What follows belongs to an exercise in optimizing a design on an open flow for small area; a production flow would make more cautious choices.
The RTL was checked by simulation tests, not by an equivalence proof against the original design.

## the reference run
Design TopLevel, start of the top module:
module TopLevel(Clk, Rst, v0, v1, imem_addr, imem_data, dmem_addr, dmem_wdata, dmem_we, dmem_re, dmem_rdata, sad_re, sad_addr, sad_rdata);
==> flow/config.mk <==
export PLATFORM = sky130hd
export DESIGN_NAME = TopLevel
export DESIGN_NICKNAME = TopLevel
export VERILOG_FILES = /design/flow/design.v
export SDC_FILE = /design/flow/constraint.sdc
export NUM_CORES = 4
export LEC_CHECK = 0
export ABC_AREA = 1
export CAP_MARGIN = 35
export CORE_MARGIN = 2
export CORE_UTILIZATION = 50
export PLACE_DENSITY = 0.62
export SLEW_MARGIN = 30
==> flow/constraint.sdc <==
create_clock -name core_clock -period 20.0 [get_ports {Clk}]
set_input_delay 4.0000 -clock core_clock [delete_from_list [all_inputs] [get_ports {Clk}]]
set_output_delay 4.0000 -clock core_clock [all_outputs]
set_load 0.01 [all_outputs]
standard.sh (not shown) runs the stock make flow with config.mk's settings and CLKGATE_MAP_FILE= SYNTH_SCRIPT=/design/flow/synth_recipe.tcl, a recipe that flattens the netlist after the stock synthesis.
==> flow/flow/run.sh <==
#!/bin/bash
# The standard layout (the standard.sh: standard synthesis, floorplan,
# placement, CTS, routing, finish) with two layout choices changed:
#  - the port buffers are the smallest buffer cell (buf_1) instead of the
#    resizer's default pick; every port still gets its own buffer;
#  - CTS builds the tree from clkbuf_16 with larger sink clusters and inserts
#    no dummy balancing loads.
# The make output goes to standard_flow.log; ORFS keeps each step's log
# under orfs/logs.
set -euo pipefail
export BUFFER_PORTS_ARGS="-buffer_cell sky130_fd_sc_hd__buf_1"
export CTS_ARGS="-sink_clustering_enable -repair_clock_nets -buf_list sky130_fd_sc_hd__clkbuf_16 -sink_clustering_size 30 -sink_clustering_max_diameter 80 -dont_use_dummy_load"
bash standard.sh finish > standard_flow.log 2>&1
Changes in the trial run relative to the reference run:
- changing CORE_UTILIZATION from 50 to 40
- changing PLACE_DENSITY from 0.62 to 0.55
### Flow results
As of the trial run, wire length of the first global-routing pass had risen by a few percent compared to the reference run.
Taking the reference run as the reference point, the arrival time at the worst endpoint of the trial run rises by 50 ps.
The trial run went all the way through synthesis, placement and routing and the layout is clean on timing, DRC and antenna.
The reference run and the trial run ended up with nearly the same highest clock rate.
The final reports for the trial run and the reference run show global-route met3 utilization lower in the former.
Higher row count was reported by the trial run, not the reference run.
Reported for the reference run and the trial run, count of distinct cell types in the synthesized netlist turned out identical to the last digit.

---

## run A
Another version of the RTL of TopLevel (not shown whole).
Size in the first run: about 2900 flip-flops, about 180000 µm² of cells after synthesis.
clock: 20.0 ns
lec_check: 0
abc_area: 1
cap_margin: 20
core_margin: 2
core_utilization: 40
place_density: 0.55
slew_margin: 20
Scripts as last shown in full above: flow/flow/run.sh
### run A -> run B
==> flow/flow/run.sh <==
#!/bin/bash
# The standard layout (the standard.sh: standard synthesis, floorplan,
# placement, CTS, routing, finish) with three layout choices changed:
#  - the port buffers are the smallest buffer cell (buf_1) instead of the
#    resizer's default pick; every port still gets its own buffer;
#  - CTS uses clkbuf_8 and inserts no dummy balancing loads;
#  - after routing-stage timing repair, non-critical gates are downsized.
set -euo pipefail
export BUFFER_PORTS_ARGS="-buffer_cell sky130_fd_sc_hd__buf_1"
export CTS_ARGS="-sink_clustering_enable -repair_clock_nets -buf_list sky130_fd_sc_hd__clkbuf_8 -dont_use_dummy_load"
export RECOVER_POWER=100
bash standard.sh finish > standard_flow.log 2>&1
## What came out
- Sequential cell area: run A vs run B — no meaningful difference
- Diff run A -> run B: worst path arrival time saw an increase, core utilization increased 0.56 points.
- Looking only at fraction of final layout cells sized beyond drive strength 1, and setting everything else aside, the lower value of run A and run B goes to run A.
- Layout checks on run B: not met. Flow itself completed; violations: max-capacitance violations, max-slew violations.
- Diff run A..run B | area of the multi-input gates | negligible
- There was hardly any difference in xor/xnor share of the synthesized area between run B and run A.
- Run B against run A: minimum setup slack in the final design has decreased, shortest clock period the worst path allows after layout picked up an extra 1250 ps.
Input changes introduced in run C (baseline for comparison: run B):
==> flow/run.sh (new file) <==
#!/bin/bash
# synth_recipe.tcl (not shown) runs the flow's synth.tcl, then flattens the netlist and writes it again
# the make line also repeats each setting of config.mk as NAME=value (left out here)
make -C /OpenROAD-flow-scripts/flow DESIGN_CONFIG=/design/flow/config.mk WORK_HOME=/design/flow/orfs CLKGATE_MAP_FILE= SYNTH_SCRIPT=/design/flow/synth_recipe.tcl finish
-- flow/config.mk --
<<< run B, line 8
export ABC_AREA = 1
>>> run C, line 8
<<< run B, line 11
export CORE_UTILIZATION = 40
export PLACE_DENSITY = 0.55
>>> run C, line 10
export CORE_UTILIZATION = 30
export PLACE_DENSITY = 0.45
removed: flow/flow/run.sh
removed: flow/standard.sh
==> run summary <==
Run C went all the way through synthesis, placement and routing and the layout is clean on timing, DRC and antenna. The higher per-instance average area after synthesis came out of run C. When run C is set beside run B, its share of synthesized cell area in full adder, half adder and majority cells turns out to be 0.32 points smaller. In the metrics for run B and run C, the one carrying the higher height of the die is run C. | synthesis-to-layout area growth | lower: run B |. On number of tapcells, the lower figure sits with run B, not run C. Measured against each other, run B and run C differ in buffering overhead, the higher figure coming from run C.
Here is what was changed in the inputs of run D compared with run C.
==> flow/flow/run.sh (new file) <==
#!/bin/bash
# The standard layout (the standard.sh: standard synthesis, floorplan,
# placement, CTS, routing, finish) with two layout choices changed:
#  - the port buffers are the smallest buffer cell (buf_1) instead of the
#    resizer's default pick; every port still gets its own buffer;
#  - CTS builds the tree from clkbuf_16 with larger sink clusters and inserts
#    no dummy balancing loads.
# The make output goes to standard_flow.log; ORFS keeps each step's log
# under orfs/logs.
set -euo pipefail
export BUFFER_PORTS_ARGS="-buffer_cell sky130_fd_sc_hd__buf_1"
export CTS_ARGS="-sink_clustering_enable -repair_clock_nets -buf_list sky130_fd_sc_hd__clkbuf_16 -sink_clustering_size 20 -sink_clustering_max_diameter 60 -dont_use_dummy_load"
bash standard.sh finish > standard_flow.log 2>&1
==> flow/standard.sh (new file) <==
#!/bin/bash
# synth_recipe.tcl (not shown) runs the flow's synth.tcl, then flattens the netlist and writes it again
# the make line also repeats each setting of config.mk as NAME=value (left out here)
make -C /OpenROAD-flow-scripts/flow DESIGN_CONFIG=/design/flow/config.mk WORK_HOME=/design/flow/orfs CLKGATE_MAP_FILE= SYNTH_SCRIPT=/design/flow/synth_recipe.tcl "${@:-finish}"
-- flow/config.mk --
<<< run C, line 8
export CAP_MARGIN = 20
>>> run D, line 8
export ABC_AREA = 1
export CAP_MARGIN = 35
<<< run C, line 10
export CORE_UTILIZATION = 30
export PLACE_DENSITY = 0.45
export SLEW_MARGIN = 20
>>> run D, line 11
export CORE_UTILIZATION = 40
export PLACE_DENSITY = 0.55
export SLEW_MARGIN = 30
removed: flow/run.sh
Results
- Looking only at total die area, and setting everything else aside, the higher value of run C and run D goes to run C.
- Diff run C -> run D: multi-input gate count went up 8.5%; post-route worst hold slack went up 6.4 ps; routed wire length went down about 10%.
- The total number of cells along the worst setup path of run D is higher than that of run C.

separate check: timing with driven ports:
No port has a modelled driver above. Below, the same layouts with a new extraction and two added sets of constraints. Step 1: set_driving_cell puts a clkbuf_16 on Clk and a buf_2 on each other input, an assumption about the parent block. Step 2 also shifts input and output timing later by t, the mid clock arrival at the registers, as if the neighbouring blocks saw the same clock. a / b / c = ideal ports / drivers / drivers and shift; a / b = the first two.
run | t (ns) | setup slack, ns | worst setup path at the end | clock arrival spread, ns | worst register clock-pin slew, ns
the reference run | 1.027 | 0.663 / 0.663 / 0.663 | register to register | 0.177 / 0.178 | 0.12 / 0.12
the trial run | 1.075 | 0.616 / 0.616 / 0.616 | register to register | 0.124 / 0.124 | 0.12 / 0.12
run A | 1.056 | 2.499 / 2.499 / 2.499 | register to register | 0.137 / 0.137 | 0.12 / 0.12
run B | 1.291 | 1.254 / 1.254 / 1.107 | input to register | 0.173 / 0.172 | 0.07 / 0.07
run C | 1.124 | 2.419 / 2.419 / 2.419 | register to register | 0.143 / 0.144 | 0.07 / 0.07
run D | 1.026 | 2.421 / 2.421 / 2.421 | register to register | 0.148 / 0.148 | 0.08 / 0.08
For run B, which loses most, drivers alone change the setup slack by 0.000 ns; drivers and shift together by -0.147 ns.
